From an optimization exercise on the open Yosys and OpenROAD flow, aimed at small area, a short achievable clock period and few clock cycles; shortcuts taken in it are not production practice. The RTL was checked by simulation tests, not by an equivalence proof against the original design. Power is estimated from default activity; no workload was simulated.

Design AMC, start of the top module:
module AMC(clk, rst, ascii_in, ready, valid, result);
input clk;
input rst;
input ready;
input [7:0] ascii_in;
output reg valid;
output [6:0] result;
wire [7:0] a = ascii_in;
reg  [6:0] A, Ta, C;
reg  [4:0] Tb;
reg        ph;        
reg        f;         
reg  [6:0] p;         
reg  [6:0] sA0, sC0, sA1, sC1, sA2;
reg        qo;        
reg        qs;        
reg        qc;        
reg        qr;        
wire       ptop = qc ? p[1] : p[0];
wire [6:0] Ae   = qr ? sA0 : (qc ? 7'd0 : A);
wire [6:0] Ce   = qr ? sC0 : C;
wire [6:0] T    = Ta + {Tb, 2'b00};
wire [6:0] S    = Ae + T;
wire [6:0] negC = -Ce;
wire [6:0] Ta2  = {Ta[5:0], 1'b0};
wire [6:0] Ta3  = Ta + Ta2;
wire go  = ~valid;
wire g0  = go & ~ph;                  
wire g1x = go & ph;                   
wire o_open = ~a[6] & ~a[4];
wire g1  = g0 & ~a[1] & ((~a[6] & (a[0] | ~a[4])) | (a[6] & ~a[0]));
wire g2  = g0 & ((~a[6] & a[1] & ~a[0]) | (a[6] & ~a[1] & a[0]));
wire g3  = g0 & ((~a[6] & a[1] & a[0]) | (a[6] & a[1] & ~a[0]));
wire h1  = g0 & ~a[6] & ~a[3] & a[2];
wire h2  = g0 & ((~a[6] & a[3] & a[4]) | (a[6] & ~a[2] & ~(a[1] & a[0])));
wire h3  = g0 & a[6] & (a[2] | (a[1] & a[0]));
wire tm  = g1x & ~a[0];               
wire tp  = g1x & a[0] & a[1];         
wire tn  = g1x & a[0] & a[2];         
wire tc  = g1x & a[0] & ~a[1] & ~a[2];    
wire is_eq = g1x & a[4];
wire as  = g1x & a[0] & (a[1] | a[2]);    
wire pop = tc & ptop;
wire ah  = (g0 & ~qs) | tm | tc;
wire [6:0] Ta_n = ({7{g1}} & Ta) | ({7{g2}} & Ta2) | ({7{g3}} & Ta3) |
                  ({7{tm}} & T) | ({7{tp}} & Ce) | ({7{tn}} & negC) |
                  ({7{tc}} & S) | {6'd0, valid};
wire [4:0] Tb_n = ({5{h1}} & Ta[4:0]) | ({5{h2}} & Ta2[4:0]) | ({5{h3}} & Ta3[4:0]);
wire [6:0] A_n  = ({7{as}} & S) | ({7{ah}} & Ae);
wire [6:0] C_n  = ({7{qs}} & Ta) | ({7{~qs & go}} & Ce) |
                  {6'd0, valid};
always @(posedge clk or posedge rst) begin
    if (rst) begin
        valid <= 1'b0;
        A <= 7'd0;
  ...
==> module AMC, before the edit <==
module AMC(clk, rst, ascii_in, ready, valid, result);
input clk;
input rst;
input ready;
input [7:0] ascii_in;
output reg valid;
output [6:0] result;
wire [7:0] a = ascii_in;
reg  [6:0] A, Ta, C;
reg  [4:0] Tb;
reg        ph;        
reg        f;         
reg  [6:0] p;         
reg  [6:0] sA0, sC0, sA1, sC1, sA2;
reg        qo;        
reg        qs;        
reg        qc;        
reg        qr;        
wire       ptop = qc ? p[1] : p[0];
wire [6:0] Ae   = qr ? sA0 : (qc ? 7'd0 : A);
wire [6:0] Ce   = qr ? sC0 : C;
wire [6:0] T    = Ta + {Tb, 2'b00};
wire [6:0] S    = Ae + T;
wire [6:0] negC = -Ce;
wire [6:0] Ta2  = {Ta[5:0], 1'b0};
wire [6:0] Ta3  = Ta + Ta2;
wire go  = ~valid;
wire g0  = go & ~ph;                  
wire g1x = go & ph;                   
wire o_open = ~a[6] & ~a[4];
wire g1  = g0 & ~a[1] & ((~a[6] & (a[0] | ~a[4])) | (a[6] & ~a[0]));
wire g2  = g0 & ((~a[6] & a[1] & ~a[0]) | (a[6] & ~a[1] & a[0]));
wire g3  = g0 & ((~a[6] & a[1] & a[0]) | (a[6] & a[1] & ~a[0]));
wire h1  = g0 & ~a[6] & ~a[3] & a[2];
wire h2  = g0 & ((~a[6] & a[3] & a[4]) | (a[6] & ~a[2] & ~(a[1] & a[0])));
wire h3  = g0 & a[6] & (a[2] | (a[1] & a[0]));
wire tm  = g1x & ~a[0];               
wire tp  = g1x & a[0] & a[1];         
wire tn  = g1x & a[0] & a[2];         
wire tc  = g1x & a[0] & ~a[1] & ~a[2];    
wire is_eq = g1x & a[4];
wire as  = g1x & a[0] & (a[1] | a[2]);    
wire pop = tc & ptop;
wire ah  = (g0 & ~qs) | tm | tc;
wire [6:0] Ta_n = ({7{g1}} & Ta) | ({7{g2}} & Ta2) | ({7{g3}} & Ta3) |
                  ({7{tm}} & T) | ({7{tp}} & Ce) | ({7{tn}} & negC) |
                  ({7{tc}} & S) | {6'd0, valid};
wire [4:0] Tb_n = ({5{h1}} & Ta[4:0]) | ({5{h2}} & Ta2[4:0]) | ({5{h3}} & Ta3[4:0]);
wire [6:0] A_n  = ({7{as}} & S) | ({7{ah}} & Ae);
wire [6:0] C_n  = ({7{qs}} & Ta) | ({7{~qs & go}} & Ce) |
                  {6'd0, valid};
always @(posedge clk or posedge rst) begin
    if (rst) begin
        valid <= 1'b0;
        A <= 7'd0;
        Ta <= 7'd1;
        C <= 7'd1;
        ph <= 1'b0;
        f <= 1'b1;
        qr <= 1'b0;
    end
    else begin
        valid <= is_eq;
        ph <= go & (ph ? a[0] & ~a[1] & ~a[2] : ~o_open);
        A <= A_n;
        Ta <= Ta_n;
        C <= C_n;
        f <= valid | (~ph & o_open);
        qr <= pop;
    end
end
always @(posedge clk) begin
    Tb <= Tb_n;
    qo <= g0 & o_open;
    qs <= g0 & o_open & ~f;
    qc <= tc;
end
always @(posedge clk) begin
    if (qs) begin
        sA0 <= A;  sC0 <= C;
        sA1 <= sA0; sC1 <= sC0;
        sA2 <= sA1;
    end
    else if (qr) begin
        sA0 <= sA1; sC0 <= sC1;
        sA1 <= sA2; sC1 <= 7'd1;
    end
    if (qo)
        p <= {p[5:0], qs};
    else if (qc)
        p <= {1'b0, p[6:1]};
end
assign result = A;
endmodule
Settings: LEC_CHECK=0, CAP_MARGIN=20, CORE_MARGIN=2, CORE_UTILIZATION=65, PLACE_DENSITY=0.75, SLEW_MARGIN=20; clock period 10.0 ns.
standard.sh (not shown) runs the stock make flow with config.mk's settings and CLKGATE_MAP_FILE= SYNTH_SCRIPT=/design/flow/synth_recipe.tcl, a recipe that flattens the netlist after the stock synthesis.
==> flow/flow/run.sh <==
#!/bin/bash
# The standard layout (standard synthesis unchanged), with:
#  - a tighter setup repair target, so the resizer works on the real
#    critical paths (the SDC and its clock period are not changed);
#  - no buffer removal by the repair, so every port keeps its buffer;
#  - port buffers of a plain buffer cell;
#  - a clock tree of clkbuf_8 without dummy loads;
set -euo pipefail
bash standard.sh \
  SETUP_SLACK_MARGIN=7.05 \
  SKIP_BUFFER_REMOVAL=1 \
  "BUFFER_PORTS_ARGS=-buffer_cell sky130_fd_sc_hd__buf_4" \
  "CTS_ARGS=-sink_clustering_enable -repair_clock_nets -dont_use_dummy_load -buf_list sky130_fd_sc_hd__clkbuf_8" \
  finish > standard_flow.log 2>&1
Testbench counts at the start, summed over its fixed seeds: cycles 23,394.
==> next run, changes <==
--- a/flow/design.v
+++ b/flow/design.v
@@ -24,19 +24,21 @@
 wire [6:0] negC = -Ce;
 wire [6:0] Ta2  = {Ta[5:0], 1'b0};
 wire [6:0] Ta3  = Ta + Ta2;
 wire go  = ~valid;
 wire g0  = go & ~ph;                  
 wire g1x = go & ph;                   
-wire o_open = ~a[6] & ~a[4];
-wire g1  = g0 & ~a[1] & ((~a[6] & (a[0] | ~a[4])) | (a[6] & ~a[0]));
-wire g2  = g0 & ((~a[6] & a[1] & ~a[0]) | (a[6] & ~a[1] & a[0]));
-wire g3  = g0 & ((~a[6] & a[1] & a[0]) | (a[6] & a[1] & ~a[0]));
-wire h1  = g0 & ~a[6] & ~a[3] & a[2];
-wire h2  = g0 & ((~a[6] & a[3] & a[4]) | (a[6] & ~a[2] & ~(a[1] & a[0])));
-wire h3  = g0 & a[6] & (a[2] | (a[1] & a[0]));
+wire o_open = ~a[4] & a[3];
+wire x04 = ~(a[0] ^ a[4]);
+wire g1  = g0 & ~a[1] & x04;          
+wire g2  = g0 & ~x04 & (a[1] ^ a[0]);     
+wire g3  = g0 & a[1] & x04;           
+wire h1  = g0 & a[4] & ~a[3] & a[2];                      
+wire h2  = g0 & ((a[4] & a[3]) |                          
+                 (~a[4] & ~a[3] & ~a[2] & ~(a[1] & a[0])));   
+wire h3  = g0 & ~a[4] & ~a[3] & (a[2] | (a[1] & a[0]));   
 wire tm  = g1x & ~a[0];               
 wire tp  = g1x & a[0] & a[1];         
 wire tn  = g1x & a[0] & a[2];         
 wire tc  = g1x & a[0] & ~a[1] & ~a[2];    
 wire is_eq = g1x & a[4];
 wire as  = g1x & a[0] & (a[1] | a[2]);    
The changed run finished with timing, DRC and antenna clean.
Clock power stays flat.
Worst hold slack hardly moves.
Non-clock buffer count went up by 1.
Total power went up by 0.35%.
Setup slack improved by 0.0051 ns.
Register-to-register slack is worse by 0.03 ns.
Routed wire length falls by 8.3%.
Maximum frequency stays flat.
Clock skew fell by 0.0055 ns.
Critical path depth rises by 1.
Cell area drops by 1.6%.
Sequential cell count is unchanged.
Testbench counts after the change, summed over its fixed seeds: cycles 23,394.

==> port drivers added, routing unchanged <==
The flow's constraints put no driver on any port. The routed layouts listed below were extracted and timed again, unchanged, in two steps.
Step 1 (the two cells are an assumption about what drives the block):
set clk [get_ports {clk}]
set_driving_cell -lib_cell sky130_fd_sc_hd__clkbuf_16 $clk
set_driving_cell -lib_cell sky130_fd_sc_hd__buf_2 [delete_from_list [all_inputs] $clk]
Step 2 moves the port delays by t, midway between the first and last clock arrival at a register: inputs arrive t later, outputs are due t later. That takes back most of the time a late clock gives input paths.
a / b / c = ideal / step 1 / step 2; a / b = the first two.
run | t, ns | setup slack, ns | worst register clock-pin slew, ns
the first run | 0.368 | 7.041 / 7.050 / 6.682 | 0.08 / 0.08
the second run | 0.370 | 7.046 / 7.049 / 6.683 | 0.07 / 0.07
After both steps setup and hold are still met in every run listed. The setup slack of the second run, which loses most, moves by +0.003 ns with the drivers and by -0.363 ns with both steps.
